Background: an optimization exercise with open tools, aiming at small area, a short achievable clock period and few clock cycles. Do not read the settings as production practice.
In this exercise RTL edits were held to simulation tests only and were not proved equivalent to the original.
No activity file was given, so power comes from the tool's default toggle rates.

$ cat design/flow/design.v
module RegisterFile(reset, clk, we, wa, wd, ra1, ra2, rn1, rn2);
    input reset;
    input clk;
    input we;
    input [4:0] wa;
    input [31:0] wd;
    input [4:0] ra1;
    input [4:0] ra2;
    output [351:0] rn1;
    output [351:0] rn2;
    reg [31:0] data [1:31];
    reg [31:1] vld;
    integer i;
    always @(posedge reset or posedge clk) begin
        if (reset)
            vld <= 31'd0;
        else if (we && wa != 5'd0)
            vld[wa] <= 1'b1;
    end
    wire [3:0] lo1 = 4'b0001 << ra1[1:0];
    wire [7:0] hi1 = 8'b00000001 << ra1[4:2];
    wire [3:0] lo2 = 4'b0001 << ra2[1:0];
    wire [7:0] hi2 = 8'b00000001 << ra2[4:2];
    wire [31:1] s1, s2;
    wire [31:1] wsel;
    genvar r, b, g;
    generate
        for (r = 1; r < 32; r = r + 1) begin : row
            assign s1[r] = hi1[r / 4] && lo1[r % 4] && vld[r];
            assign s2[r] = hi2[r / 4] && lo2[r % 4] && vld[r];
            assign wsel[r] = we && (wa == r);
            wire nsel = !wsel[r];
            for (b = 0; b < 32; b = b + 1) begin : bt
                wire dn;
                RfHold hold(.we(wsel[r]), .nwe(nsel), .d(wd[b]), .q(data[r][b]), .y(dn));
                always @(posedge clk) data[r][b] <= dn;
            end
        end
        for (b = 0; b < 32; b = b + 1) begin : col
            wire [31:1] d;
            for (r = 1; r < 32; r = r + 1) begin : din
                assign d[r] = data[r][b];
            end
            wire [10:0] n1, n2;
            assign n1[10] = ~(s1[31] & d[31]);
            assign n2[10] = ~(s2[31] & d[31]);
            for (g = 0; g < 10; g = g + 1) begin : grp
                RfAoi3 a1(.s0(s1[3*g+1]), .d0(d[3*g+1]), .s1(s1[3*g+2]), .d1(d[3*g+2]),
                          .s2(s1[3*g+3]), .d2(d[3*g+3]), .y(n1[g]));
                RfAoi3 a2(.s0(s2[3*g+1]), .d0(d[3*g+1]), .s1(s2[3*g+2]), .d1(d[3*g+2]),
                          .s2(s2[3*g+3]), .d2(d[3*g+3]), .y(n2[g]));
            end
            assign rn1[11*b +: 11] = n1;
            assign rn2[11*b +: 11] = n2;
        end
    endgenerate
endmodule
module RfAoi3(s0, d0, s1, d1, s2, d2, y);
    input s0, d0, s1, d1, s2, d2;
    output y;
    assign y = ~((s0 & d0) | (s1 & d1) | (s2 & d2));
endmodule
module RfHold(we, nwe, d, q, y);
    input we, nwe, d, q;
    output y;
    assign y = (we & d) | (nwe & q);
endmodule
module MultiCycleCPU (reset, clk, mem_addr, mem_wdata, mem_we, mem_rdata);
    input reset;
    input clk;
    output [31:0] mem_addr;
    output [31:0] mem_wdata;
    output mem_we;
    input  [31:0] mem_rdata;
    reg [31:0] maddr;       
    reg        mem_cyc;     
    reg        mem_ld;      
    reg [4:0]  mem_rd;      
    reg        st_we;
    reg        ex_valid;
    reg [31:0] ir;
    reg [31:0] ex_pc4;      
    reg [31:0] ra, rb;      
    reg [31:0] opb;         
    reg        d_sub, d_useimm, d_shl;
    reg        d_wen;       
    reg [4:0]  d_wreg;
    reg        wb_we;
    reg [4:0]  wb_reg;
    reg [31:0] wb_data;
    assign mem_addr  = maddr;
    assign mem_we    = st_we;
    assign mem_wdata = wb_data;    
    wire [5:0]  op    = ir[31:26];
    wire [5:0]  fn    = ir[5:0];
    wire [4:0]  ir_rt = ir[20:16];
    wire [15:0] imm   = ir[15:0];
    wire is_r    = (op == 6'h00);
    wire is_jr   = is_r && (fn == 6'h08 || fn == 6'h09);    
    wire is_jj   = (op[5:1] == 5'b00001);                   
    wire is_beq  = (op == 6'h04);
    wire is_lw   = (op == 6'h23);
    wire is_sw   = (op == 6'h2b);
    wire [9:0] rsel;
    assign rsel[1] = (is_r && fn == 6'h24) || op == 6'h0c;
    assign rsel[2] = is_r && fn == 6'h25;
    assign rsel[3] = is_r && fn == 6'h26;
    assign rsel[4] = is_r && fn == 6'h27;
    assign rsel[5] = (is_r && fn == 6'h2a) || op == 6'h0a;
    assign rsel[6] = (is_r && fn == 6'h2b) || op == 6'h0b;
    assign rsel[7] = is_r && (fn == 6'h00 || fn == 6'h02 || fn == 6'h03);
    assign rsel[8] = (op == 6'h03) || (is_r && fn == 6'h09);
    assign rsel[9] = is_sw;
    assign rsel[0] = ~|rsel[9:1];
    wire [32:0] alu_s = {1'b0, ra} + {1'b0, opb ^ {32{d_sub}}} + {32'd0, d_sub};
    wire [31:0] alu_sum = alu_s[31:0];
    wire alu_lt  = (ra[31] ^ opb[31]) ? ra[31] : alu_s[31];
    wire alu_ltu = ~alu_s[32];
    function [31:0] rev(input [31:0] x);
        integer k;
        for (k = 0; k < 32; k = k + 1) rev[k] = x[31 - k];
    endfunction
    wire [31:0] sh_in = d_shl ? rev(opb) : opb;
    wire signed [32:0] sh_x = {fn[0] & opb[31], sh_in};
    wire [32:0] sh_r = sh_x >>> ir[10:6];
    wire [31:0] shv = d_shl ? rev(sh_r[31:0]) : sh_r[31:0];
    wire [31:0] alu_res = ({32{rsel[0]}} & alu_s[31:0])
                        | ({32{rsel[1]}} & (ra & opb))
                        | ({32{rsel[2]}} & (ra | opb))
                        | ({32{rsel[3]}} & (ra ^ opb))
                        | ({32{rsel[4]}} & ~(ra | opb))
                        | {31'd0, rsel[5] & alu_lt}
                        | {31'd0, rsel[6] & alu_ltu}
                        | ({32{rsel[7]}} & shv)
                        | ({32{rsel[8]}} & ex_pc4)
                        | ({32{rsel[9]}} & rb);
    wire ex_run   = ex_valid && !mem_cyc;
    wire taken    = is_beq && (ra == rb);
    wire redirect = ex_run && (is_jr || taken);
    wire [31:0] btarget = ex_pc4 + {{14{imm[15]}}, imm, 2'b00};
    wire [31:0] rtarget = is_beq ? btarget : alu_sum;
    wire to_mem   = ex_run && (is_lw || is_sw);
    wire [31:0] inst = mem_rdata;
    wire [5:0]  f_op = inst[31:26];
    wire [5:0]  f_fn = inst[5:0];
    wire [4:0]  f_rs = inst[25:21];
    wire [4:0]  f_rt = inst[20:16];
    wire [4:0]  f_rd = inst[15:11];
    wire [31:0] pc4f = maddr + 32'd4;
    wire f_isj = (f_op[5:1] == 5'b00001);   
    wire [31:0] jtarget_f = {pc4f[31:28], inst[25:0], 2'b00};
    wire f_r    = (f_op == 6'h00);
    wire f_lui  = (f_op == 6'h0f);
    wire f_andi = (f_op == 6'h0c);
    wire f_sub  = (f_r && (f_fn == 6'h22 || f_fn == 6'h23 || f_fn == 6'h2a || f_fn == 6'h2b)) ||
                  f_op == 6'h0a || f_op == 6'h0b;
    wire f_useimm = (f_op[5:3] == 3'b001) || f_op == 6'h23 || f_op == 6'h2b;
    wire [31:0] f_imm = f_lui  ? {inst[15:0], 16'h0000} :
                        f_andi ? {16'h0000, inst[15:0]} :
                                 {{16{inst[15]}}, inst[15:0]};
    wire f_jal  = (f_op == 6'h03);
    wire f_writes = (f_r && f_fn != 6'h08) || (f_op[5:3] == 3'b001) || f_jal;
    wire [4:0] f_wreg = f_jal ? 5'd31 : f_r ? f_rd : f_rt;
    wire bpe_a = ex_valid && d_wen && (d_wreg == f_rs);
    wire bpe_b = ex_valid && d_wen && (d_wreg == f_rt);
    wire bpw_a = wb_we && (wb_reg == f_rs);
    wire bpw_b = wb_we && (wb_reg == f_rt);
    wire [351:0] rn_a, rn_b;
    RegisterFile RegisterFile(.reset(reset), .clk(clk), .we(wb_we), .wa(wb_reg), .wd(wb_data),
                              .ra1(f_rs), .ra2(f_rt), .rn1(rn_a), .rn2(rn_b));
    wire ld_fwd = mem_ld && (mem_rd != 5'd0);
    wire ld_a = ld_fwd && (mem_rd == ir[25:21]);
    wire ld_b = ld_fwd && (mem_rd == ir[20:16]);
    wire fa_alu = !mem_cyc && bpe_a;
    wire fa_wb  = !mem_cyc && !bpe_a && bpw_a;
    wire fa_rf  = !mem_cyc && !bpe_a && !bpw_a;
    wire fb_alu = !mem_cyc && bpe_b;
    wire fb_wb  = !mem_cyc && !bpe_b && bpw_b;
    wire fb_rf  = !mem_cyc && !bpe_b && !bpw_b;
    wire fo_imm = !mem_cyc && f_useimm;
    wire fo_ld  = mem_cyc && ld_b && !d_useimm;
    wire [31:0] ra_x  = ({32{mem_cyc && ld_a}} & mem_rdata) | ({32{mem_cyc && !ld_a}} & ra) |
                        ({32{fa_wb}} & wb_data);
    wire [31:0] rb_x  = ({32{mem_cyc && ld_b}} & mem_rdata) | ({32{mem_cyc && !ld_b}} & rb) |
                        ({32{fb_wb}} & wb_data);
    wire [31:0] opb_x = ({32{fo_ld}} & mem_rdata) | ({32{mem_cyc && !fo_ld}} & opb) |
                        ({32{fb_wb && !f_useimm}} & wb_data) | ({32{fo_imm}} & f_imm);
    wire [31:0] ra_n, rb_n, opb_n;
    genvar k;
    generate
        for (k = 0; k < 32; k = k + 1) begin : opf
            OpFinal fa(.m0(~&rn_a[11*k +: 4]), .m1(~&rn_a[11*k+4 +: 4]), .m2(~&rn_a[11*k+8 +: 3]),
                       .s(fa_rf), .a(alu_res[k]), .t(fa_alu), .x(ra_x[k]), .y(ra_n[k]));
            OpFinal fb(.m0(~&rn_b[11*k +: 4]), .m1(~&rn_b[11*k+4 +: 4]), .m2(~&rn_b[11*k+8 +: 3]),
                       .s(fb_rf), .a(alu_res[k]), .t(fb_alu), .x(rb_x[k]), .y(rb_n[k]));
            OpFinal fo(.m0(~&rn_b[11*k +: 4]), .m1(~&rn_b[11*k+4 +: 4]), .m2(~&rn_b[11*k+8 +: 3]),
                       .s(fb_rf && !f_useimm), .a(alu_res[k]), .t(fb_alu && !f_useimm),
                       .x(opb_x[k]), .y(opb_n[k]));
        end
    endgenerate
    always @(posedge reset or posedge clk) begin
        if (reset) begin
            maddr    <= 32'd0;
            mem_cyc  <= 1'b0;
            st_we    <= 1'b0;
            ex_valid <= 1'b0;
            wb_we    <= 1'b0;
        end else if (mem_cyc) begin
            mem_cyc <= 1'b0;
            st_we   <= 1'b0;
            wb_we   <= ld_fwd;
            maddr   <= is_jj ? {ex_pc4[31:28], ir[25:0], 2'b00} : ex_pc4;
        end else begin
            ex_valid <= !redirect;
            wb_we    <= ex_valid && d_wen;
            if (redirect) begin
                maddr <= rtarget;
            end else if (to_mem) begin
                maddr   <= alu_sum;
                mem_cyc <= 1'b1;
                st_we   <= is_sw;
            end else if (f_isj) begin
                maddr <= jtarget_f;
            end else begin
                maddr <= pc4f;
            end
        end
    end
    always @(posedge clk) begin
        ra  <= ra_n;
        rb  <= rb_n;
        opb <= opb_n;
        if (mem_cyc) begin
            wb_reg  <= mem_rd;
            wb_data <= mem_rdata;
        end else begin
            wb_reg   <= d_wreg;
            wb_data  <= alu_res;
            ir       <= inst;
            ex_pc4   <= pc4f;
            d_sub    <= f_sub;
            d_useimm <= f_useimm;
            d_shl    <= f_r && (f_fn == 6'h00);
            d_wen    <= f_writes && (f_wreg != 5'd0);
            d_wreg   <= f_wreg;
            if (to_mem) begin
                mem_ld  <= is_lw;
                mem_rd  <= ir_rt;
            end
        end
    end
endmodule
module OpFinal(m0, m1, m2, s, a, t, x, y);
    input m0, m1, m2, s, a, t, x;
    output y;
    assign y = (s & (m0 | m1 | m2)) | (t & a) | x;
endmodule
$ cat design/flow/run.sh
#!/bin/bash
# synth_recipe.tcl (not shown) runs the flow's synth.tcl, then flattens the netlist and writes it again
# the make line also repeats each setting of config.mk as NAME=value (left out here)
make -C /OpenROAD-flow-scripts/flow DESIGN_CONFIG=/design/flow/config.mk WORK_HOME=/design/flow/orfs CLKGATE_MAP_FILE= SYNTH_SCRIPT=/design/flow/synth_recipe.tcl finish
$ cat design/flow/config.mk
export PLATFORM = sky130hd
export DESIGN_NAME = MultiCycleCPU
export DESIGN_NICKNAME = MultiCycleCPU
export VERILOG_FILES = /design/flow/design.v
export SDC_FILE = /design/flow/constraint.sdc
export NUM_CORES = 8
export LEC_CHECK = 0
export CAP_MARGIN = 30
export CORE_MARGIN = 2
export CORE_UTILIZATION = 40
export CTS_BUF_LIST = sky130_fd_sc_hd__clkbuf_8
export CTS_CLUSTER_SIZE = 20
export SETUP_SLACK_MARGIN = 5
export SLEW_MARGIN = 30
export SYNTH_HIERARCHICAL = 1
$ cat design/flow/constraint.sdc
create_clock -name core_clock -period 9.0 [get_ports {clk}]
set_input_delay 1.8000 -clock core_clock [delete_from_list [all_inputs] [get_ports {clk}]]
set_output_delay 1.8000 -clock core_clock [all_outputs]
set_load 0.01 [all_outputs]
==> impl_metrics.env, run 1 <==
export IMPL_rrSetupSlack_ns=4.92
export IMPL_yosys_warnings=10
export IMPL_grt_pass1_wl_mm=449
export IMPL_dieArea_um2=156000
export IMPL_timing_hold_violations_final=0
export IMPL_fmax_mhz=239
export IMPL_synth_edf_count=79
export IMPL_clk_pin_slew_ns=0.07
export IMPL_crit_required_ns=9.91
export IMPL_worstMarginPinSlew_ns=1.10
export IMPL_path_max_fanout=16
export IMPL_reg2regPathDepth=13
export IMPL_yosysUniqueCellTypes=105
export IMPL_power_density_nw_per_um2=205
export IMPL_core_rowCount=143
export IMPL_cp_start_kind="primary input"
export IMPL_leakagePower_nw=28.5
export IMPL_hold_path_class="reg2reg"
export IMPL_hp_start="RegisterFile.vld[27]$_DFFE_PP0P_"
export IMPL_n_fill_cell=14100
export IMPL_numCtsBuffers=208
export IMPL_ys_seq_elements=1271
export IMPL_wl_per_cell_um=38.3
export IMPL_path_class="in2reg"
export IMPL_regMostFlops="RegisterFile.data"
export IMPL_cts_root_buf="clkbuf_8"
export IMPL_avgSynthCellArea_um2=10.4
export IMPL_cpMaxStageDelayCell="nand4_1"
export IMPL_critPathTopFamily="simple AND/OR/NAND/NOR gates"
export IMPL_clock_skew_ns=0.122
export IMPL_critical_path_buf_inv_count=3
export IMPL_core_area_um2=152000
export IMPL_drc=0
export IMPL_die_width_um=395
export IMPL_die_h_um=395
export IMPL_initial_core_util_pct=40.2
export IMPL_antenna_found_initial=22
export IMPL_grt_overflow=0
export IMPL_tns_ns=0
export IMPL_finalCritPeriodShare_pct=46.4
export IMPL_crit_chain="clkdlybuf4s50_1, buf_12, nor2b_4, nor2b_2, and3_4, buf_12, a222oi_1, nand4_1, o31ai_2, nand2_1"
export IMPL_clockBufferDepth=3
export IMPL_dp_hpwl_mm=198
export IMPL_cts_tree="built"
export IMPL_syn_instance_count=5857
export IMPL_routabilityCongestion=1.08
export IMPL_cpMostUsedCell="buf_12"
export IMPL_peakVddDrop_mv=0.163
export IMPL_synth_most_common_cell="dfxtp_1"
export IMPL_synth_ff_type="dfxtp_1"
export IMPL_first_pass_iters=17
export IMPL_vias=64200
export IMPL_syn_cell_area_um2=61100
export IMPL_track_usage_pct=39.5
export IMPL_routed_wl_mm=326
export IMPL_regToRegStartpoint="d_sub$_DFFE_PN_"
export IMPL_whs_path_depth=1
export IMPL_ys_seq_area_share_pct=43.5
export IMPL_stdcell_area_um2=72600
export IMPL_io_pin_count=99
export IMPL_grt_max_degree=74
export IMPL_largest_reg_flops=992
export IMPL_first_iter_violations=15400
export IMPL_clkLatencyLatePin_ns=1.03
export IMPL_cts_num_sinks=1271
export IMPL_synthTopCellsByArea="dfxtp_1, a22o_1, a222oi_1"
export IMPL_area_growth_pct=18.9
export IMPL_status="finished clean"
export IMPL_min_period_ns=4.18
export IMPL_synthesis_nets=6033
export IMPL_drive_above_1_share_pct=15.0
export IMPL_max_slew_margin_pct=25.6
export IMPL_regArea_um2=26600
export IMPL_synth_common_cells="dfxtp_1, a22o_1, a222oi_1"
export IMPL_drv_cap=0
export IMPL_cp_slowest_stage_delay_ns=0.86
export IMPL_crit_arrival_ns=5.09
export IMPL_grt_pass1_vias=58600
export IMPL_placed_area_um2=65600
export IMPL_final_nets=6468
export IMPL_multi_input_area_um2=34100
export IMPL_synth_top_cell_area_share_pct=36.9
export IMPL_rr_endpoint="rb[15]$_DFF_P_"
export IMPL_h_tree_depth=4
export IMPL_setup_viol_count_final=0
export IMPL_synth_top_cell_by_area="dfxtp_1"
export IMPL_min_to="RegisterFile.vld[27]$_DFFE_PP0P_"
export IMPL_async_reset_ff_share_pct=5.27
export IMPL_rsz0062_at_grt="true"
export IMPL_report_final_slew_viol_count=0
export IMPL_antenna_left=0
export IMPL_port_buffers=98
export IMPL_end_kind="flop"
export IMPL_viasPerCell=7.55
-- Yosys stat by module (local to each module, per instance) --
| module | times used | cell area [um2] | cells | flip-flops and latches |
|---|---|---|---|---|
| RegisterFile | 1 | 22800 | 1389 | 1023 |
| MultiCycleCPU | 1 | 21600 | 2548 | 248 |
| OpFinal | 96 | 16.3 | 3 | 0 |
| RfAoi3 | 640 | 10.0 | 1 | 0 |
| RfHold | 992 | 8.76 | 1 | 0 |
-- how the worst max path moves through the flow --
stage,from,to,slack (ns),depth (start not counted)
after floorplan,mem_rdata[19],opb[0]$_DFF_P_,5.02,7
after global placement,mem_rdata[18],opb[2]$_DFF_P_,3.33,8
after detailed placement,mem_rdata[18],opb[2]$_DFF_P_,3.26,8
after CTS,mem_rdata[21],ra[26]$_DFF_P_,4.82,10
after global routing,d_sub$_DFFE_PN_,ra[0]$_DFF_P_,4.94,16
final,mem_rdata[21],ra[26]$_DFF_P_,4.82,10
-- timing repair --
item | 4_1_cts | 5_1_grt
hold buffers | 0 | 0
setup endpoints to repair | 162 | 117
cloned | 9 | 4
pin swaps | 18 | 67
resized for setup | 118 | 131
setup buffers | 35 | 61
endpoints found under the hold margin | 0 | 0
-- kinds of logic (layout without fill, tap and decap cells) --
| kind of cell | Yosys count | after routing | share of synthesized area (%) |
|---|---|---|---|
| other | 0 | 15 | 0 |
| AOI/OAI and AO/OA | 2478 | 2478 | 34.3 |
| and+or+nand+nor | 1231 | 1233 | 9.84 |
| DFF | 1271 | 1271 | 43.5 |
| adders and majority gates | 142 | 142 | 2.93 |
| muxes | 232 | 232 | 4.73 |
| buffers and inverters | 330 | 931 | 2.19 |
| xor gates and xnor gates | 173 | 173 | 2.51 |
-- power breakdown --
group | internal [mW] | switching (mW) | leakage, nW
registers | 6.21 | 0.585 | 10.8
clock network | 3.05 | 2.67 | 2.62
logic | 0.965 | 1.42 | 15.0
-- cell type report --
cell class                 count  area share (%)
antenna                       15          0.0517
clock buffer                 273            5.17
clock inverter               105            1.33
inverter                     147           0.767
multi-input combinational   4258            47.0
sequential                  1271            36.7
tap                         2030            3.50
timing repair buffer         406            5.51
-- layout by cell type, fill, tap and decap left out, types with 26 or more instances in the layout --
master              n
xnor2_1            95
and3_1             54
clkinv_2           26
ha_1              136
inv_1             192
nand2_1           435
nor3_1             35
buf_4             242
a21o_1             27
xor2_1             69
nand4_1           155
nand3_1           123
mux4_2             35
o31ai_1            73
mux2i_1           126
and2_1             29
edfxtp_1           79
dfxtp_1          1092
a21oi_1           196
clkdlybuf4s50_1    89
a221oi_1           36
nor2b_1            29
a222oi_1          658
a22o_1            998
dfrtp_1            66
o21ai_0           160
mux2_2             63
a31o_1             32
nor2_1            193
clkbuf_8          273
a22oi_1            29
-- metrics by stage --
stage / cells / power (mW) / util, % / hold slack [ns] / setup slack, ns
2_1_floorplan: 5857 / 8.01 / - / 0.442 / 5.02
3_3_place_gp: 8002 / 8.96 / 43.2 / 0.469 / 3.33
3_5_place_dp: 8002 / 8.99 / 43.2 / 0.470 / 3.26
4_1_cts: 8424 / 14.7 / 47.0 / 0.478 / 4.82
5_1_grt: 8492 / 15.3 / 47.8 / 0.490 / 4.94
6_report: 8505 / 14.9 / 47.9 / 0.486 / 4.82
-- routing by layer --
metal	part of all wire [%]	wire (um)	global-route usage, %
met1	36	117000	50.3
met2	38	125000	53.1
met3	17	55600	16.6
met4	8.6	28100	27.9
met5	0.17	552	1.88
Testbench counts, summed over its fixed seeds: cycles 111,946.
==> run 2: changes to the inputs <==
==> design/flow/flow/run.sh (new file) <==
#!/bin/bash
# The standard layout (standard.sh), unchanged except that the port
# buffers that global placement inserts on every input and output are
# sky130_fd_sc_hd__buf_4 cells instead of the delay cells buffer_ports picks by
# default. All of make's output goes to standard.log in this folder; ORFS's
# per-step logs are under orfs/logs/.
set -euo pipefail
bash standard.sh "BUFFER_PORTS_ARGS=-buffer_cell sky130_fd_sc_hd__buf_4" finish > standard.log 2>&1
==> design/flow/standard.sh (new file) <==
#!/bin/bash
# synth_recipe.tcl (not shown) runs the flow's synth.tcl, then flattens the netlist and writes it again
# the make line also repeats each setting of config.mk as NAME=value (left out here)
make -C /OpenROAD-flow-scripts/flow DESIGN_CONFIG=/design/flow/config.mk WORK_HOME=/design/flow/orfs CLKGATE_MAP_FILE= SYNTH_SCRIPT=/design/flow/synth_recipe.tcl "${@:-finish}"
--- a/design/flow/config.mk
+++ b/design/flow/config.mk
@@ -8,8 +8,6 @@
 export CAP_MARGIN = 30
 export CORE_MARGIN = 2
 export CORE_UTILIZATION = 40
-export CTS_BUF_LIST = sky130_fd_sc_hd__clkbuf_8
-export CTS_CLUSTER_SIZE = 20
 export SETUP_SLACK_MARGIN = 5
 export SLEW_MARGIN = 30
 export SYNTH_HIERARCHICAL = 1
removed: design/flow/run.sh
==> run 2 against run 1 <==
- still clean
- synthesized area did not move
- wire length fell by 5.0%
- final cell count fell by 2.7%
- combinational power fell by 8%
- sequential share of layout area rose by 0.94 points
- clock power rose by 6.8%
- register-to-register slack got worse by 0.02 ns
==> impl_metrics.env, run 2 <==
export IMPL_track_usage_pct=37.6
export IMPL_min_period_ns=4.22
export IMPL_clock_skew_ns=0.0658
export IMPL_synth_common_cells="dfxtp_1, a22o_1, a222oi_1"
export IMPL_synthTopCellsByArea="dfxtp_1, a22o_1, a222oi_1"
export IMPL_antenna_found_initial=10
export IMPL_ys_seq_area_share_pct=43.5
export IMPL_grt_overflow=0
export IMPL_p_total_mw=15.1
export IMPL_syn_instance_count=5857
export IMPL_crit_required_ns=9.65
export IMPL_wl_met3_mm=50.8
export IMPL_crit_chain="buf_4, nor2b_1, and2_1, and3_2, a222oi_1, nand4_1, o31ai_1, nand2_1"
export IMPL_startpoint="mem_rdata[18]"
export IMPL_avgSynthCellArea_um2=10.4
export IMPL_clkLatencyLatePin_ns=0.82
export IMPL_cp_start_kind="primary input"
export IMPL_critPathTopFamily="simple AND/OR/NAND/NOR gates"
export IMPL_report_final_slew_viol_count=0
export IMPL_core_rowCount=143
export IMPL_cts_root_buf="clkbuf_16"
export IMPL_status="finished clean"
export IMPL_tns_ns=0
export IMPL_synth_edf_count=79
export IMPL_die_h_um=395
export IMPL_viasPerCell=7.52
export IMPL_yosysUniqueCellTypes=105
export IMPL_clk_pin_slew_ns=0.06
export IMPL_hp_start="RegisterFile.vld[31]$_DFFE_PP0P_"
export IMPL_max_slew_margin_pct=28.5
export IMPL_drc=0
export IMPL_rsz0062_at_grt="true"
export IMPL_final_nets=6306
export IMPL_stdcell_area_um2=70700
export IMPL_synth_most_common_cell="dfxtp_1"
export IMPL_grt_pass1_vias=56800
export IMPL_n_fill_cell=14100
export IMPL_leakagePower_nw=27.6
export IMPL_final_common_cell="dfxtp_1"
export IMPL_timing_hold_violations_final=0
export IMPL_ctsHoldBuffers=0
export IMPL_final_cell_mix="dfxtp_1, a22o_1, a222oi_1"
export IMPL_routed_wl_mm=310
export IMPL_cpMaxStageDelayCell="o31ai_1"
export IMPL_drv_cap=0
export IMPL_path_max_fanout=32
export IMPL_yosys_warnings=10
export IMPL_io_pin_count=99
export IMPL_antenna_left=0
export IMPL_grt_max_degree=97
export IMPL_numCtsBuffers=141
export IMPL_routabilityCongestion=1.08
export IMPL_h_tree_depth=4
export IMPL_vias=62200
export IMPL_grt_pass1_wl_mm=431
export IMPL_port_buffers=98
export IMPL_synth_ff_type="dfxtp_1"
export IMPL_highest_layer="met5"
export IMPL_regToRegStartpoint="d_sub$_DFFE_PN_"
export IMPL_cts_num_sinks=1271
export IMPL_regMostFlops="RegisterFile.data"
export IMPL_hold_ws_ns=0.484
export IMPL_setup_viol_count_final=0
export IMPL_syn_cell_area_um2=61100
export IMPL_placed_area_um2=65300
export IMPL_async_reset_ff_share_pct=5.27
export IMPL_synthesis_nets=6033
export IMPL_hold_path_class="reg2reg"
export IMPL_initial_core_util_pct=40.2
export IMPL_first_pass_iters=15
export IMPL_first_iter_violations=14300
export IMPL_end_kind="flop"
export IMPL_crit_arrival_ns=4.87
export IMPL_critical_path_buf_inv_count=1
export IMPL_clockBufferDepth=3
export IMPL_synth_top_cell_by_area="dfxtp_1"
export IMPL_dp_cells=8001
export IMPL_fmax_mhz=237
export IMPL_finalCritPeriodShare_pct=46.9
export IMPL_dr_wl_met2_mm=122
export IMPL_synth_top_cell_area_share_pct=36.9
export IMPL_power_density_nw_per_um2=214
export IMPL_peakVddDrop_mv=0.200
export IMPL_dieArea_um2=156000
export IMPL_die_width_um=395
export IMPL_rrSetupSlack_ns=4.90
export IMPL_ys_seq_elements=1271
export IMPL_cp_slowest_stage_delay_ns=0.80
export IMPL_core_area_um2=152000
export IMPL_worstMarginPinSlew_ns=1.07
export IMPL_largest_reg_flops=992
export IMPL_area_growth_pct=15.8
export IMPL_drive_above_1_share_pct=13.4
export IMPL_finalNonFillerCells=8272
export IMPL_cts_tree="built"
export IMPL_path_class="in2reg"
export IMPL_dp_hpwl_mm=195
export IMPL_wl_met1_mm=114
export IMPL_wl_per_cell_um=37.4
run 2: cell counts after synthesis:
No cell type changed its count.
run 2: path summary, 6_finish.rpt:
kind / cells after the start / end
max: 8 / opb[19]$_DFF_P_
min: 1 / RegisterFile.vld[31]$_DFFE_PP0P_
max reg2reg: 11 / wb_data[17]$_DFF_P_
min reg2reg: 1 / RegisterFile.vld[31]$_DFFE_PP0P_
max in group asynchronous: 3 / mem_cyc$_DFF_PP0_
min in group asynchronous: 2 / wb_we$_DFF_PP0_
run 2: layout make-up:
cell class | count | area (um2) | area share, %
Timing Repair Buffer | 312 | 2390 | 3.38
Multi-Input combinational cell | 4257 | 33700 | 47.7
Inverter | 147 | 557 | 0.787
Tap cell | 2030 | 2540 | 3.59
Antenna cell | 7 | 17.5 | 0.0248
Clock inverter | 52 | 810 | 1.14
Sequential cell | 1271 | 26600 | 37.6
Clock buffer | 196 | 4050 | 5.72
run 2: logic make-up after synthesis:
group,Yosys count,synth area share [%]
compound gates,2478,34.3
flops,1271,43.5
simple gates,1231,9.84
buf+inv,330,2.19
mux,232,4.73
xor+xnor,173,2.51
fa+ha+maj,142,2.93
run 2: layer usage:
metal	GRT usage, %	up-vias
met5	1.23	-
met4	23.3	14
met3	14.2	1116
met1	49.2	30100
li1	-	25200
met2	51.6	5802
run 2: per-stage QoR:
stage / util [%] / setup slack [ns]
after floorplan: - / 5.02
after global placement: 43.0 / 4.11
after detailed placement: 43.0 / 4.10
after CTS: 46.3 / 5.00
after global routing: 46.6 / 4.94
final: 46.6 / 4.78
run 2: where the power goes:
group	internal (mW)	leakage, nW	total [mW]	switching (mW)
Clock	3.51	2.38	6.11	2.60
Combinational	0.858	14.4	2.19	1.33
Sequential	6.21	10.8	6.81	0.599
run 2: modules after synthesis (local to each module, per instance):
module / area (um2) / times used
RegisterFile: 22800 / 1
MultiCycleCPU: 21600 / 1
OpFinal: 16.3 / 96
RfAoi3: 10.0 / 640
RfHold: 8.76 / 992
run 2: repair_timing:
action                                  CTS  global route
cloned                                    1             1
hold endpoints to repair                  0             0
resized for setup                        26            52
setup buffers                             3            11
pin swaps                                 4            15
endpoints found under the setup margin   60           101
run 2: worst register-to-register path, delay by kind of cell, from the launching register on:
kind | cells | cell delay, ns
compound gates | 5 | 1.68
xor+xnor | 2 | 0.77
fa+ha+maj | 1 | 0.35
buf+inv | 1 | 0.20
flops | 1 | 0.43
mux | 1 | 0.45
simple gates | 1 | 0.13
==> run 3: changes to the inputs <==
==> design/flow/flow/run.sh (replaced) <==
#!/bin/bash
# The standard layout (standard.sh), with two changes to how timing is
# repaired: the port buffers that global placement inserts on every input and
# output are sky130_fd_sc_hd__buf_4 cells instead of the delay cells
# buffer_ports picks by default, and the resizer may change a cell's drive
# strength even when that changes its width (MATCH_CELL_FOOTPRINT=0), and
# timing repair aims for a setup slack of 5 ns at the design's clock period.
# All of make's output goes to standard.log in this folder; ORFS's per-step
# logs are under orfs/logs/.
set -euo pipefail
bash standard.sh "BUFFER_PORTS_ARGS=-buffer_cell sky130_fd_sc_hd__buf_4" MATCH_CELL_FOOTPRINT=0 SETUP_SLACK_MARGIN=5 finish > standard.log 2>&1
--- a/design/flow/config.mk
+++ b/design/flow/config.mk
@@ -8,6 +8,6 @@
 export CAP_MARGIN = 30
 export CORE_MARGIN = 2
 export CORE_UTILIZATION = 40
-export SETUP_SLACK_MARGIN = 5
 export SLEW_MARGIN = 30
 export SYNTH_HIERARCHICAL = 1
+export TNS_END_PERCENT = 5
==> run 3 against run 2 <==
- still clean on timing, DRC and antenna
- count of clock-buffer cells in the layout rose by 14
- fmax fell by 3.5%
- via count is 0.31% higher
- sequential share of layout area is 0.22 points higher
- first-iteration DRC count decreased by 10%
- final area fell by 0.60%
- wire length is 1.4% higher
- combinational power about the same
- non-clock buffer count is 20 lower
- critical endpoint is now opb[23]$_DFF_P_
==> impl_metrics.env, run 3 <==
export IMPL_synthesis_nets=6033
export IMPL_syn_cell_area_um2=61100
export IMPL_first_pass_iters=14
export IMPL_ctsHoldBuffers=0
export IMPL_cts_tree="built"
export IMPL_async_reset_ff_share_pct=5.27
export IMPL_critical_path_buf_inv_count=2
export IMPL_synth_ff_type="dfxtp_1"
export IMPL_cpMaxStageDelayCell="o31ai_1"
export IMPL_drive_above_1_share_pct=12.5
export IMPL_synth_compound_area_share_pct=34.3
export IMPL_avgSynthCellArea_um2=10.4
export IMPL_power_density_nw_per_um2=214
export IMPL_synth_top_family_by_area="compound AO/OA/AOI/OAI gates"
export IMPL_clkLatencyLatePin_ns=0.83
export IMPL_synth_simple_area_share_pct=9.84
export IMPL_yosysUniqueCellTypes=105
export IMPL_wl_per_cell_um=38.0
export IMPL_max_slew_margin_pct=22.5
export IMPL_die_width_um=395
export IMPL_min_period_ns=4.37
export IMPL_fmax_mhz=229
export IMPL_final_common_cell="dfxtp_1"
export IMPL_ys_seq_elements=1271
export IMPL_final_nets=6287
export IMPL_hold_path_class="reg2reg"
export IMPL_post_route_util_pct=46.3
export IMPL_path_class="in2reg"
export IMPL_leakagePower_nw=27.4
export IMPL_drv_cap=0
export IMPL_tns_ns=0
export IMPL_dp_cells=7993
export IMPL_routabilityCongestion=1.04
export IMPL_synthAdderAreaFrac_pct=2.93
export IMPL_rrSetupSlack_ns=4.84
export IMPL_initial_core_util_pct=40.2
export IMPL_track_usage_pct=38.3
export IMPL_drc=0
export IMPL_clk_pin_slew_ns=0.06
export IMPL_critPathTopFamily="compound AO/OA/AOI/OAI gates"
export IMPL_core_area_um2=152000
export IMPL_final_cell_mix="dfxtp_1, a22o_1, a222oi_1"
export IMPL_report_final_slew_viol_count=0
export IMPL_h_tree_depth=4
export IMPL_cts_num_sinks=1271
export IMPL_grt_pass1_wl_mm=437
export IMPL_synth_xor_area_share_pct=2.51
export IMPL_crit_required_ns=9.65
export IMPL_setup_viol_count_final=0
export IMPL_synth_edf_count=79
export IMPL_syn_instance_count=5857
export IMPL_crit_chain="buf_4, nor2b_1, nor2b_1, and3_2, buf_4, a222oi_1, nand4_1, o31ai_1, nand2_1"
export IMPL_io_pin_count=99
export IMPL_dp_hpwl_mm=193
export IMPL_yosys_warnings=10
export IMPL_grt_pass1_vias=57300
export IMPL_synthMuxAreaShare_pct=4.73
export IMPL_grt_overflow=0
export IMPL_status="finished clean"
export IMPL_area_growth_pct=15.1
export IMPL_synth_most_common_cell="dfxtp_1"
export IMPL_regMostFlops="RegisterFile.data"
export IMPL_synthTopCellsByArea="dfxtp_1, a22o_1, a222oi_1"
export IMPL_largest_reg_flops=992
export IMPL_synth_top_cell_by_area="dfxtp_1"
export IMPL_clockBufferDepth=3
export IMPL_crit_arrival_ns=5.03
export IMPL_viasPerCell=7.55
export IMPL_n_fill_cell=14200
export IMPL_finalNonFillerCells=8264
export IMPL_worstMarginPinSlew_ns=1.16
export IMPL_grt_max_degree=96
export IMPL_first_iter_violations=12800
export IMPL_finalCritPeriodShare_pct=48.6
export IMPL_antenna_left=0
export IMPL_clock_skew_ns=0.0280
export IMPL_p_total_mw=15.1
export IMPL_synth_top_cell_area_share_pct=36.9
export IMPL_timing_hold_violations_final=0
export IMPL_end_kind="flop"
export IMPL_rsz0062_at_grt="true"
export IMPL_antenna_found_initial=6
export IMPL_dieArea_um2=156000
export IMPL_cp_slowest_stage_delay_ns=0.92
export IMPL_port_buffers=98
export IMPL_peakVddDrop_mv=0.238
export IMPL_ys_seq_area_share_pct=43.5
export IMPL_cp_start_kind="primary input"
export IMPL_path_max_fanout=32
export IMPL_die_h_um=395
export IMPL_routed_wl_mm=314
export IMPL_vias=62400
export IMPL_synth_common_cells="dfxtp_1, a22o_1, a222oi_1"
export IMPL_core_rowCount=143
export IMPL_cts_root_buf="clkbuf_16"
export IMPL_numCtsBuffers=142
## run 3: changes by cell type in the layout (fill, tap and decap cells not counted), moves of 6 or more
cell	delta
clkinv_8	+6
buf_4	-17
a21oi_2	-9
a21oi_1	+9
o31ai_2	-12
o31ai_1	+17
clkbuf_8	+12
## run 3: area by class of cell
cell class	count	area (um2)	share of cell area (%)
flip-flops and latches	1271	26600	37.9
well taps	2030	2540	3.61
repair buffers	292	2210	3.15
clock inverters	47	602	0.856
inverters	147	557	0.792
multi-input cells	4257	33500	47.6
clock buffers	210	4280	6.09
diodes	10	25.0	0.0356
## run 3: kinds of logic (layout without fill, tap and decap cells)
kind of cell               after synthesis  after routing
AOI/OAI and AO/OA                     2478           2478
DFF                                   1271           1271
and+or+nand+nor                       1231           1232
buffers and inverters                  330            696
muxes                                  232            232
xor gates and xnor gates               173            173
adders and majority gates              142            142
other                                    0             10
## run 3: where the power goes
| group | total (mW) | switching, mW | internal (mW) |
|---|---|---|---|
| Clock | 6.11 | 2.61 | 3.50 |
| Sequential | 6.81 | 0.600 | 6.21 |
| Combinational | 2.16 | 1.31 | 0.851 |
## run 3: what timing repair did
item	4_1_cts	5_1_grt
buffers inserted	2	1
resized for setup	7	15
pin swaps	0	1
setup endpoints to repair	92	103
cloned	0	1
## run 3: metal layers
metal | up-vias | track usage (%) | wire length [um]
met3 | 1247 | 14.3 | 50700
met2 | 5766 | 52.4 | 123000
li1 | 25200 | - | -
met1 | 30200 | 50.1 | 116000
met4 | 4 | 24.6 | 25000
met5 | - | 0 | 21
## run 3: metrics by stage
step	setup slack, ns	hold slack, ns	instance area (um2)
after CTS	4.91	0.482	70200
after global routing	4.79	0.504	70300
after detailed placement	4.16	0.469	65200
after floorplan	4.62	0.442	61100
after global placement	4.13	0.465	65200
final	4.63	0.479	70300
## run 3: per-module statistics from Yosys (local to each module, per instance)
module         flip-flops and latches  copies in the design
OpFinal                             0                    96
RegisterFile                     1023                     1
MultiCycleCPU                     248                     1
RfAoi3                              0                   640
RfHold                              0                   992
## run 3: worst paths after layout
check	start	end	depth (start not counted)
max	mem_rdata[16]	opb[23]$_DFF_P_	9
min	RegisterFile.vld[26]$_DFFE_PP0P_	RegisterFile.vld[26]$_DFFE_PP0P_	1
max reg2reg	d_shl$_DFFE_PN_	rb[27]$_DFF_P_	11
min reg2reg	RegisterFile.vld[26]$_DFFE_PP0P_	RegisterFile.vld[26]$_DFFE_PP0P_	1
max in group asynchronous	reset	mem_cyc$_DFF_PP0_	3
min in group asynchronous	reset	RegisterFile.vld[12]$_DFFE_PP0P_	3
==> run 4: changes to the inputs <==
==> design/flow/flow/run.sh (replaced) <==
#!/bin/bash
# The standard layout (standard.sh), with two changes to how timing is
# repaired: the port buffers that global placement inserts on every input and
# output are sky130_fd_sc_hd__buf_4 cells instead of the delay cells
# buffer_ports picks by default, and the resizer may change a cell's drive
# strength even when that changes its width (MATCH_CELL_FOOTPRINT=0), and
# timing repair aims for a setup slack of 6 ns at the design's clock period.
# All of make's output goes to standard.log in this folder; ORFS's per-step
# logs are under orfs/logs/.
set -euo pipefail
bash standard.sh "BUFFER_PORTS_ARGS=-buffer_cell sky130_fd_sc_hd__buf_4" MATCH_CELL_FOOTPRINT=0 SETUP_SLACK_MARGIN=6 finish > standard.log 2>&1
==> run 4 against run 3 <==
- hold slack better by 0.010 ns
- global-route usage down 0.052 points
- highest routed layer unchanged
- still clean on timing, DRC and antenna
- synthesized area unchanged
- critical endpoint is now opb[16]$_DFF_P_
==> impl_metrics.env, run 4 <==
export IMPL_grt_pass1_wl_mm=437
export IMPL_initial_core_util_pct=40.2
export IMPL_use_met3_pct=13.3
export IMPL_path_class="in2reg"
export IMPL_antenna_found_initial=16
export IMPL_avgSynthCellArea_um2=10.4
export IMPL_timing_hold_violations_final=0
export IMPL_peakVddDrop_mv=0.181
export IMPL_async_reset_ff_share_pct=5.27
export IMPL_antenna_left=0
export IMPL_placed_area_um2=65300
export IMPL_cp_slowest_stage_delay_ns=0.55
export IMPL_synth_most_common_cell="dfxtp_1"
export IMPL_final_common_cell="dfxtp_1"
export IMPL_synth_xor_area_share_pct=2.51
export IMPL_vias=63000
export IMPL_synth_simple_area_share_pct=9.84
export IMPL_status="finished clean"
export IMPL_rsz0062_at_grt="true"
export IMPL_wl_per_cell_um=37.8
export IMPL_port_buffers=98
export IMPL_dp_hpwl_mm=194
export IMPL_p_total_mw=15.0
export IMPL_dieArea_um2=156000
export IMPL_report_final_slew_viol_count=0
export IMPL_synth_top_cell_by_area="dfxtp_1"
export IMPL_grt_util_met1_pct=49.9
export IMPL_hold_path_class="reg2reg"
export IMPL_numCtsBuffers=139
export IMPL_die_h_um=395
export IMPL_yosys_warnings=10
export IMPL_first_iter_violations=13500
export IMPL_regMostFlops="RegisterFile.data"
export IMPL_core_rowCount=143
export IMPL_routed_wl_mm=317
export IMPL_area_growth_pct=20.3
export IMPL_first_pass_iters=16
export IMPL_synth_compound_area_share_pct=34.3
export IMPL_core_area_um2=152000
export IMPL_synthTopCellsByArea="dfxtp_1, a22o_1, a222oi_1"
export IMPL_finalCritPeriodShare_pct=43.5
export IMPL_crit_chain="buf_6, nor2b_1, and2_1, and3_2, buf_4, a222oi_1, nand4_1, o31ai_1, nand2_1"
export IMPL_cp_start_kind="primary input"
export IMPL_grt_busiest_layer="met2"
export IMPL_dp_cells=7988
export IMPL_fmax_mhz=256
export IMPL_n_fill_cell=13900
export IMPL_stdcell_area_um2=73500
export IMPL_yosysUniqueCellTypes=105
export IMPL_io_pin_count=99
export IMPL_setup_slack_ns=5.09
export IMPL_leakagePower_nw=28.5
export IMPL_ys_seq_elements=1271
export IMPL_worstMarginPinSlew_ns=1.07
export IMPL_synthMuxAreaShare_pct=4.73
export IMPL_h_tree_depth=4
export IMPL_min_period_ns=3.91
export IMPL_largest_reg_flops=992
export IMPL_hold_ws_ns=0.489
export IMPL_drc=0
export IMPL_synth_top_family_by_area="compound AO/OA/AOI/OAI gates"
export IMPL_track_usage_pct=38.2
export IMPL_syn_instance_count=5857
export IMPL_tns_ns=0
export IMPL_synth_top_cell_area_share_pct=36.9
export IMPL_clock_skew_ns=0.0683
export IMPL_power_density_nw_per_um2=205
export IMPL_synthesis_nets=6033
export IMPL_clkLatencyLatePin_ns=0.82
export IMPL_grt_use_met2_pct=52.9
export IMPL_cts_tree="built"
export IMPL_crit_arrival_ns=4.59
export IMPL_cts_num_sinks=1271
export IMPL_crit_required_ns=9.67
export IMPL_grt_max_degree=70
export IMPL_final_nets=6421
export IMPL_viasPerCell=7.50
export IMPL_die_width_um=395
export IMPL_finalNonFillerCells=8395
export IMPL_setup_viol_count_final=0
export IMPL_routabilityCongestion=1.04
export IMPL_syn_cell_area_um2=61100
export IMPL_drv_cap=0
export IMPL_synthAdderAreaFrac_pct=2.93
export IMPL_synth_common_cells="dfxtp_1, a22o_1, a222oi_1"
export IMPL_ys_seq_area_share_pct=43.5
export IMPL_synth_ff_type="dfxtp_1"
export IMPL_clk_pin_slew_ns=0.07
export IMPL_end_kind="flop"
export IMPL_synth_edf_count=79
export IMPL_drive_above_1_share_pct=17.5
export IMPL_cpMaxStageDelayCell="a222oi_1"
export IMPL_path_max_fanout=32
export IMPL_cts_root_buf="clkbuf_16"
export IMPL_clockBufferDepth=3
export IMPL_grt_overflow=0
export IMPL_grt_pass1_vias=57300
export IMPL_max_slew_margin_pct=28.7
export IMPL_post_route_util_pct=48.4
export IMPL_final_cell_mix="dfxtp_1, a22o_1, a222oi_1"
export IMPL_pre_cts_ws_ns=4.10
## run 4: cell counts after synthesis
Identical to the previous run, type by type.
## run 4: report_power, final
| group | total, mW | internal [mW] | switching [mW] |
|---|---|---|---|
| Sequential | 6.82 | 6.21 | 0.609 |
| Combinational | 2.28 | 0.927 | 1.35 |
| Clock | 5.94 | 3.32 | 2.61 |
## run 4: critical path, delay by kind of cell
kind | cells | cell delay [ns]
AOI/OAI and AO/OA | 2 | 1.10
and+or+nand+nor | 5 | 1.18
buffers and inverters | 2 | 0.43
## run 4: per-module statistics from Yosys, one instance, submodules excluded
module,cell area [um2],copies in the design
RfHold,8.76,992
RfAoi3,10.0,640
MultiCycleCPU,21600,1
RegisterFile,22800,1
OpFinal,16.3,96
## run 4: cell type report
cell class / count / area [um2] / area share (%)
diodes: 5 / 12.5 / 0.0170
clock buffers: 210 / 4150 / 5.64
clock inverters: 46 / 589 / 0.802
inverters: 147 / 561 / 0.763
multi-input cells: 4260 / 35000 / 47.6
flip-flops and latches: 1271 / 26600 / 36.3
well taps: 2030 / 2540 / 3.46
repair buffers: 426 / 4030 / 5.48
## run 4: timing repair
action                     4_1_cts  5_1_grt
resized for setup              295      180
setup endpoints to repair      570      892
setup buffers                   61       64
hold buffers                     0        0
gates cloned                    13        7
pin swaps                       80       87
## run 4: final timing paths
| check | from | to | slack (ns) | depth (start not counted) |
|---|---|---|---|---|
| setup / recovery | mem_rdata[18] | opb[16]$_DFF_P_ | 5.09 | 9 |
| hold / removal | RegisterFile.vld[27]$_DFFE_PP0P_ | RegisterFile.vld[27]$_DFFE_PP0P_ | 0.49 | 1 |
| setup reg to reg | d_sub$_DFFE_PN_ | wb_data[11]$_DFF_P_ | 5.10 | 13 |
| hold reg to reg | RegisterFile.vld[27]$_DFFE_PP0P_ | RegisterFile.vld[27]$_DFFE_PP0P_ | 0.49 | 1 |
| max in group asynchronous | reset | mem_cyc$_DFF_PP0_ | 7.32 | 3 |
| min in group asynchronous | reset | RegisterFile.vld[17]$_DFFE_PP0P_ | 0.94 | 2 |
## run 4: layer usage
layer  part of all wire (%)  routed length [um]
met1                     36              116000
met2                     40              126000
met3                     16               50000
met4                    8.1               25800
met5                  0.079                 250
## run 4: cell families (layout without fill, tap and decap cells)
family | Yosys count | count (layout)
AO/OA/AOI/OAI | 2478 | 2478
AND/OR/NAND/NOR | 1231 | 1235
other | 0 | 5
XOR/XNOR | 173 | 173
flip-flops | 1271 | 1271
buffers and inverters | 330 | 829
multiplexers | 232 | 232
adder cells (fa/ha/maj) | 142 | 142
==> run 5: changes to the inputs <==
--- a/design/flow/design.v
+++ b/design/flow/design.v
@@ -82,7 +82,8 @@
     reg [31:0] ex_pc4;      
     reg [31:0] ra, rb;      
     reg [31:0] opb;         
-    reg        d_sub, d_useimm, d_shl;
+    reg        d_useimm;
+    reg        d_sub, d_shl;    
     reg        d_wen;       
     reg [4:0]  d_wreg;
     reg        wb_we;
@@ -226,7 +227,12 @@
             end
         end
     end
+    wire d_sub_n, d_shl_n;
+    RfHold sub_hold(.we(!mem_cyc), .nwe(mem_cyc), .d(f_sub), .q(d_sub), .y(d_sub_n));
+    RfHold shl_hold(.we(!mem_cyc), .nwe(mem_cyc), .d(f_r && (f_fn == 6'h00)), .q(d_shl), .y(d_shl_n));
     always @(posedge clk) begin
+        d_sub <= d_sub_n;
+        d_shl <= d_shl_n;
         ra  <= ra_n;
         rb  <= rb_n;
         opb <= opb_n;
@@ -238,9 +244,7 @@
             wb_data  <= alu_res;
             ir       <= inst;
             ex_pc4   <= pc4f;
-            d_sub    <= f_sub;
             d_useimm <= f_useimm;
-            d_shl    <= f_r && (f_fn == 6'h00);
             d_wen    <= f_writes && (f_wreg != 5'd0);
             d_wreg   <= f_wreg;
             if (to_mem) begin
==> run 5 against run 4 <==
- via count is 2.6% higher
- global-route usage up 2.9 points
- fmax rose by 6.4%
- count of clock-buffer cells in the layout is 7 lower
- still clean
- final area grew 2.5%
- non-clock buffer count rose by 100
- critical path depth rose by 8
- clock power about the same
- sequential power shrank 2%
- synthesized cell count barely moved
- highest routed layer unchanged
- setup slack improved by 0.23 ns
- final cell count increased by 1.2%
==> impl_metrics.env, run 5 <==
export IMPL_antenna_left=0
export IMPL_final_common_cell="dfxtp_1"
export IMPL_leakagePower_nw=29.3
export IMPL_drv_cap=0
export IMPL_hold_path_class="reg2reg"
export IMPL_path_class="reg2reg"
export IMPL_hold_ws_ns=0.493
export IMPL_grt_pass1_vias=59100
export IMPL_cts_root_buf="clkbuf_16"
export IMPL_drive_above_1_share_pct=20.1
export IMPL_finalNonFillerCells=8495
export IMPL_finalCritPeriodShare_pct=40.9
export IMPL_core_area_um2=152000
export IMPL_syn_cell_area_um2=61100
export IMPL_avgSynthCellArea_um2=10.4
export IMPL_die_width_um=395
export IMPL_yosys_warnings=9
export IMPL_placed_area_um2=65300
export IMPL_yosysUniqueCellTypes=105
export IMPL_clkLatencyLatePin_ns=0.83
export IMPL_post_route_util_pct=49.6
export IMPL_initial_core_util_pct=40.2
export IMPL_synthesis_nets=6035
export IMPL_clockBufferDepth=3
export IMPL_final_nets=6528
export IMPL_clock_skew_ns=0.0426
export IMPL_area_growth_pct=23.4
export IMPL_first_iter_violations=14300
export IMPL_pre_cts_ws_ns=4.00
export IMPL_synth_common_cells="dfxtp_1, a22o_1, a222oi_1"
export IMPL_synthTopCellsByArea="dfxtp_1, a22o_1, a222oi_1"
export IMPL_dp_cells=7992
export IMPL_synth_compound_area_share_pct=34.3
export IMPL_path_max_fanout=6
export IMPL_dp_hpwl_mm=200
export IMPL_cp_start_kind="flop"
export IMPL_timing_hold_violations_final=0
export IMPL_report_final_slew_viol_count=0
export IMPL_power_density_nw_per_um2=197
export IMPL_port_buffers=98
export IMPL_rsz0062_at_grt="true"
export IMPL_routed_wl_mm=339
export IMPL_viasPerCell=7.60
export IMPL_max_slew_margin_pct=32.6
export IMPL_min_period_ns=3.68
export IMPL_peakVddDrop_mv=0.206
export IMPL_crit_required_ns=9.68
export IMPL_worstMarginPinSlew_ns=1.01
export IMPL_numCtsBuffers=141
export IMPL_async_reset_ff_share_pct=5.27
export IMPL_cts_tree="built"
export IMPL_setup_slack_ns=5.32
export IMPL_grt_overflow=0
export IMPL_routabilityCongestion=1.09
export IMPL_crit_arrival_ns=4.36
export IMPL_grt_pass1_wl_mm=464
export IMPL_syn_instance_count=5859
export IMPL_synth_edf_count=77
export IMPL_stdcell_area_um2=75300
export IMPL_status="finished clean"
export IMPL_synthMuxAreaShare_pct=4.73
export IMPL_core_rowCount=143
export IMPL_synth_most_common_cell="dfxtp_1"
export IMPL_setup_viol_count_final=0
export IMPL_die_h_um=395
export IMPL_vias=64600
export IMPL_largest_reg_flops=992
export IMPL_antenna_found_initial=15
export IMPL_track_usage_pct=41.2
export IMPL_final_cell_mix="dfxtp_1, a22o_1, a222oi_1"
export IMPL_synth_ff_type="dfxtp_1"
export IMPL_synthAdderAreaFrac_pct=2.93
export IMPL_grt_max_degree=86
export IMPL_fmax_mhz=272
export IMPL_clk_pin_slew_ns=0.06
export IMPL_ys_seq_elements=1271
export IMPL_first_pass_iters=15
export IMPL_ys_seq_area_share_pct=43.5
export IMPL_synth_xor_area_share_pct=2.51
export IMPL_regMostFlops="RegisterFile.data"
export IMPL_h_tree_depth=4
export IMPL_drc=0
export IMPL_synth_top_cell_by_area="dfxtp_1"
export IMPL_io_pin_count=99
export IMPL_cts_num_sinks=1271
export IMPL_end_kind="flop"
export IMPL_synth_simple_area_share_pct=9.84
export IMPL_synth_top_family_by_area="compound AO/OA/AOI/OAI gates"
export IMPL_wl_per_cell_um=39.9
export IMPL_p_total_mw=14.9
export IMPL_synth_top_cell_area_share_pct=37.0
export IMPL_dieArea_um2=156000
export IMPL_tns_ns=0
[run 5: kinds of logic (layout without fill, tap and decap cells)]
family          Yosys count  count (layout)
fa+ha+maj               142             142
simple gates           1231            1238
other cells               0               6
mux                     232             232
flops                  1271            1271
compound gates         2480            2480
buf+inv                 330             923
xor+xnor                173             173
[run 5: per-module statistics from Yosys (local to each module, per instance)]
module / cell area, um2 / cells / flops+latches
RegisterFile: 22800 / 1389 / 1023
MultiCycleCPU: 21600 / 2548 / 248
OpFinal: 16.3 / 3 / 0
RfAoi3: 10.0 / 1 / 0
RfHold: 8.76 / 1 / 0
[run 5: final timing paths]
path | slack, ns | start | end | depth (start not counted)
worst min register to register | 0.49 | RegisterFile.vld[27]$_DFFE_PP0P_ | RegisterFile.vld[27]$_DFFE_PP0P_ | 1
max in group asynchronous | 7.28 | reset | mem_cyc$_DFF_PP0_ | 2
worst max register to register | 5.32 | d_sub$_DFF_P_ | rb[28]$_DFF_P_ | 17
min in group asynchronous | 1.12 | reset | wb_we$_DFF_PP0_ | 2
worst min-delay path | 0.49 | RegisterFile.vld[27]$_DFFE_PP0P_ | RegisterFile.vld[27]$_DFFE_PP0P_ | 1
worst max-delay path | 5.32 | d_sub$_DFF_P_ | rb[28]$_DFF_P_ | 17
[run 5: repair_timing]
action                                  4_1_cts  5_1_grt
hold buffers                                  0        0
gates resized for setup                     497      171
cloned                                       25        7
endpoints found under the setup margin      819      979
pin swaps                                   197       79
buffers inserted                            151       64
[run 5: cell type report]
type / count / area (um2)
diodes: 6 / 15.0
clock buffers: 203 / 4130
clock inverters: 47 / 578
fillers: 13800 / 76400
inverters: 147 / 569
multi-input cells: 4265 / 35500
flip-flops and latches: 1271 / 26600
well taps: 2030 / 2540
repair buffers: 526 / 5320
[run 5: worst max-delay path: stages (launching register included)]
cell,delay [ns]
dfxtp_4,0.40
clkbuf_16,0.18
buf_6,0.11
xor2_1,0.15
ha_2,0.40
o211ai_1,0.14
a21oi_4,0.23
o21ai_4,0.11
o21ai_4,0.16
a311oi_4,0.11
buf_6,0.15
o21ai_4,0.29
buf_4,0.18
a31o_4,0.21
mux2i_4,0.38
nand2_4,0.12
a21oi_2,0.13
nand2_1,0.07
[run 5: layer usage]
layer  vias up  GRT usage [%]  share of wire (%)
met5         -           1.85               0.13
li1      25700              -                  -
met4        26           29.9                9.1
met1     31300           51.7                 36
met3      1462           17.8                 17
met2      6064           55.4                 39
[run 5: where the power goes]
group          total (mW)  leakage, nW  switching (mW)  internal [mW]
registers            6.69         10.8           0.553           6.14
clock network        5.97         2.30            2.60           3.37
logic                2.20         16.1            1.30          0.893
total                14.9         29.3            4.46           10.4
Testbench counts of run 5, summed over its fixed seeds: cycles 111,946.
==> run 6: changes to the inputs <==
==> design/flow/flow/run.sh (replaced) <==
#!/bin/bash
# The standard layout (standard.sh), with two changes to how timing is
# repaired: the port buffers that global placement inserts on every input and
# output are sky130_fd_sc_hd__buf_4 cells instead of the delay cells
# buffer_ports picks by default, and the resizer may change a cell's drive
# strength even when that changes its width (MATCH_CELL_FOOTPRINT=0), and
# timing repair aims for a setup slack of 6.5 ns at the design's clock period.
# All of make's output goes to standard.log in this folder; ORFS's per-step
# logs are under orfs/logs/.
set -euo pipefail
bash standard.sh "BUFFER_PORTS_ARGS=-buffer_cell sky130_fd_sc_hd__buf_4" MATCH_CELL_FOOTPRINT=0 SETUP_SLACK_MARGIN=6.5 finish > standard.log 2>&1
--- a/design/flow/config.mk
+++ b/design/flow/config.mk
@@ -10,4 +10,4 @@
 export CORE_UTILIZATION = 40
 export SLEW_MARGIN = 30
 export SYNTH_HIERARCHICAL = 1
-export TNS_END_PERCENT = 5
+export TNS_END_PERCENT = 1
==> run 6 against run 5 <==
- first-iteration DRC count fell by 2.6%
- critical endpoint is now ra[30]$_DFF_P_
- critical path type is now in2reg
- sequential power about the same
- synthesized cell count stayed put
- combinational power decreased by 6%
- count of clock-buffer cells in the layout stayed put
- final cell count down 1.2%
- core utilization shrank 1.4 points
- non-clock buffer count down 96
- synthesized area unchanged
==> impl_metrics.env, run 6 <==
export IMPL_timing_hold_violations_final=0
export IMPL_drive_above_1_share_pct=17.4
export IMPL_grt_overflow=0
export IMPL_status="finished clean"
export IMPL_largest_reg_flops=992
export IMPL_numCtsBuffers=141
export IMPL_synthesis_nets=6035
export IMPL_synth_most_common_cell="dfxtp_1"
export IMPL_synth_simple_area_share_pct=9.84
export IMPL_routabilityCongestion=1.09
export IMPL_track_usage_pct=40.3
export IMPL_grt_busiest_layer="met2"
export IMPL_clkLatencyLatePin_ns=0.83
export IMPL_clockBufferDepth=3
export IMPL_drc=0
export IMPL_yosysUniqueCellTypes=105
export IMPL_dp_cells=7992
export IMPL_use_met3_pct=15.9
export IMPL_antenna_left=0
export IMPL_cp_slowest_stage_delay_ns=0.56
export IMPL_worstMarginPinSlew_ns=1.04
export IMPL_synth_ff_type="dfxtp_1"
export IMPL_path_max_fanout=32
export IMPL_area_growth_pct=19.9
export IMPL_finalNonFillerCells=8397
export IMPL_leakagePower_nw=28.4
export IMPL_synth_top_cell_by_area="dfxtp_1"
export IMPL_viasPerCell=7.59
export IMPL_cts_num_sinks=1271
export IMPL_synth_common_cells="dfxtp_1, a22o_1, a222oi_1"
export IMPL_port_buffers=98
export IMPL_regMostFlops="RegisterFile.data"
export IMPL_initial_core_util_pct=40.2
export IMPL_h_tree_depth=4
export IMPL_report_final_slew_viol_count=0
export IMPL_peakVddDrop_mv=0.207
export IMPL_crit_chain="buf_4, nor2b_1, nor2b_4, and3_2, buf_12, a222oi_1, nand4_1, o31ai_1, nand2_1"
export IMPL_vias=63700
export IMPL_cts_tree="built"
export IMPL_synth_edf_count=77
export IMPL_fmax_mhz=266
export IMPL_synth_xor_area_share_pct=2.51
export IMPL_path_class="in2reg"
export IMPL_syn_instance_count=5859
export IMPL_finalCritPeriodShare_pct=41.8
export IMPL_end_kind="flop"
export IMPL_drv_cap=0
export IMPL_die_width_um=395
export IMPL_ys_seq_elements=1271
export IMPL_setup_slack_ns=5.24
export IMPL_grt_pass1_wl_mm=456
export IMPL_grt_pass1_vias=58400
export IMPL_hold_ws_ns=0.493
export IMPL_die_h_um=395
export IMPL_ctsHoldBuffers=0
export IMPL_dieArea_um2=156000
export IMPL_io_pin_count=99
export IMPL_cp_start_kind="primary input"
export IMPL_core_rowCount=143
export IMPL_cpMaxStageDelayCell="nand4_1"
export IMPL_routed_wl_mm=330
export IMPL_final_cell_mix="dfxtp_1, a22o_1, a222oi_1"
export IMPL_cts_root_buf="clkbuf_16"
export IMPL_grt_max_degree=86
export IMPL_crit_required_ns=9.70
export IMPL_pre_cts_ws_ns=4.00
export IMPL_hold_path_class="reg2reg"
export IMPL_synth_compound_area_share_pct=34.3
export IMPL_synthMuxAreaShare_pct=4.73
export IMPL_antenna_found_initial=19
export IMPL_final_common_cell="dfxtp_1"
export IMPL_grt_util_met1_pct=51.5
export IMPL_clock_skew_ns=0.0460
export IMPL_max_slew_margin_pct=29.9
export IMPL_setup_viol_count_final=0
export IMPL_power_density_nw_per_um2=201
export IMPL_core_area_um2=152000
export IMPL_grt_use_met2_pct=54.9
export IMPL_synthTopCellsByArea="dfxtp_1, a22o_1, a222oi_1"
export IMPL_syn_cell_area_um2=61100
export IMPL_ys_seq_area_share_pct=43.5
export IMPL_async_reset_ff_share_pct=5.27
export IMPL_synth_top_cell_area_share_pct=37.0
export IMPL_dp_hpwl_mm=200
export IMPL_yosys_warnings=9
export IMPL_clk_pin_slew_ns=0.06
export IMPL_min_period_ns=3.76
export IMPL_tns_ns=0
export IMPL_avgSynthCellArea_um2=10.4
export IMPL_final_nets=6431
export IMPL_wl_per_cell_um=39.3
export IMPL_first_iter_violations=13900
export IMPL_synth_top_family_by_area="compound AO/OA/AOI/OAI gates"
export IMPL_rsz0062_at_grt="true"
export IMPL_crit_arrival_ns=4.46
export IMPL_first_pass_iters=14
export IMPL_synthAdderAreaFrac_pct=2.93
==> run 6: final cells by class <==
| class | instances | area, um2 |
|---|---|---|
| fillers | 14000 | 78500 |
| multi-input cells | 4264 | 34700 |
| well taps | 2030 | 2540 |
| flip-flops and latches | 1271 | 26600 |
| inverters | 147 | 569 |
| repair buffers | 430 | 4010 |
| clock inverters | 47 | 578 |
| clock buffers | 203 | 4130 |
| diodes | 5 | 12.5 |
==> run 6: worst paths after layout <==
check	depth (start not counted)	start	slack, ns	to
min reg2reg	1	RegisterFile.data[8][14]$_DFF_P_	0.49	RegisterFile.data[8][14]$_DFF_P_
min in group asynchronous	2	reset	1.12	wb_we$_DFF_PP0_
max	9	mem_rdata[21]	5.24	ra[30]$_DFF_P_
min	1	RegisterFile.data[8][14]$_DFF_P_	0.49	RegisterFile.data[8][14]$_DFF_P_
max in group asynchronous	2	reset	7.32	mem_cyc$_DFF_PP0_
max reg2reg	16	d_sub$_DFF_P_	5.31	wb_data[18]$_DFF_P_
==> run 6: modules after synthesis (local to each module, per instance) <==
module         cells inside  area [um2]  times used
RfHold                    1        8.76         994
MultiCycleCPU          2548       21600           1
OpFinal                   3        16.3          96
RfAoi3                    1        10.0         640
RegisterFile           1389       22800           1
==> run 6: layer usage <==
metal / wire length (um) / up-vias / part of all wire (%)
met4: 28000 / 22 / 8.5
met3: 53300 / 1316 / 16
met2: 129000 / 5900 / 39
met5: 135 / - / 0.041
li1: - / 25500 / -
met1: 119000 / 31000 / 36
==> run 6: cells by family after synthesis <==
kind of cell	after synthesis
compound gates	2480
flops	1271
simple gates	1231
fa+ha+maj	142
buf+inv	330
mux	232
xor+xnor	173
==> run 6: worst max-delay path, delay by kind of cell <==
family | cells | cell delay (ns)
buffers and inverters | 2 | 0.36
AOI/OAI and AO/OA | 2 | 0.90
and+or+nand+nor | 5 | 1.28
==> run 6: stage by stage <==
stage | power [mW] | util [%] | area, um2
global route | 15.1 | 48.2 | 73200
CTS | 14.6 | 47.9 | 72700
floorplan | 7.77 | - | 61200
finish | 14.7 | 48.3 | 73200
detailed placement | 8.64 | 43.0 | 65300
global placement | 8.62 | 43.0 | 65300
==> run 6: where the power goes <==
group / switching [mW] / internal (mW) / total [mW]
Combinational: 1.25 / 0.829 / 2.07
Sequential: 0.558 / 6.14 / 6.70
Clock: 2.60 / 3.37 / 5.96
Total: 4.40 / 10.3 / 14.7
==> run 6: repair_timing <==
item | in CTS | in global routing
buffers inserted | 109 | 28
resized for setup | 382 | 53
setup endpoints to repair | 1259 | 1269
pin swaps | 152 | 23
cloned | 13 | 0

## re-timing with driven ports
No port has a modelled driver above. Below, the same layouts with a new extraction and two added sets of constraints. Step 1 (the two cells are an assumption about what drives the block):
set clk [get_ports {clk}]
set_driving_cell -lib_cell sky130_fd_sc_hd__clkbuf_16 $clk
set_driving_cell -lib_cell sky130_fd_sc_hd__buf_2 [delete_from_list [all_inputs] $clk]
Step 2, shift: input delay + t, output delay - t, t = (earliest + latest rising clock arrival at the registers) / 2. This alone moves slack from input paths to output paths. a / b / c = ideal ports / drivers / drivers and shift; a / b = the first two.
run	shift t [ns]	slack for setup (ns)	worst setup path after step 2	worst register clock-pin slew, ns
run 1	1.050	4.821 / 4.876 / 3.825	input to register	0.07 / 0.07
run 2	0.876	4.780 / 4.842 / 3.966	input to register	0.07 / 0.07
run 3	0.903	4.626 / 4.674 / 3.771	input to register	0.07 / 0.07
run 4	0.867	5.087 / 5.100 / 4.264	input to register	0.07 / 0.07
run 5	0.889	5.321 / 5.282 / 4.393	input to register	0.07 / 0.07
run 6	0.890	5.239 / 5.296 / 4.406	input to register	0.07 / 0.07
After both steps setup and hold are still met in every run listed. The setup slack of run 1, which loses most, moves by +0.055 ns with the drivers and by -0.996 ns with both steps.
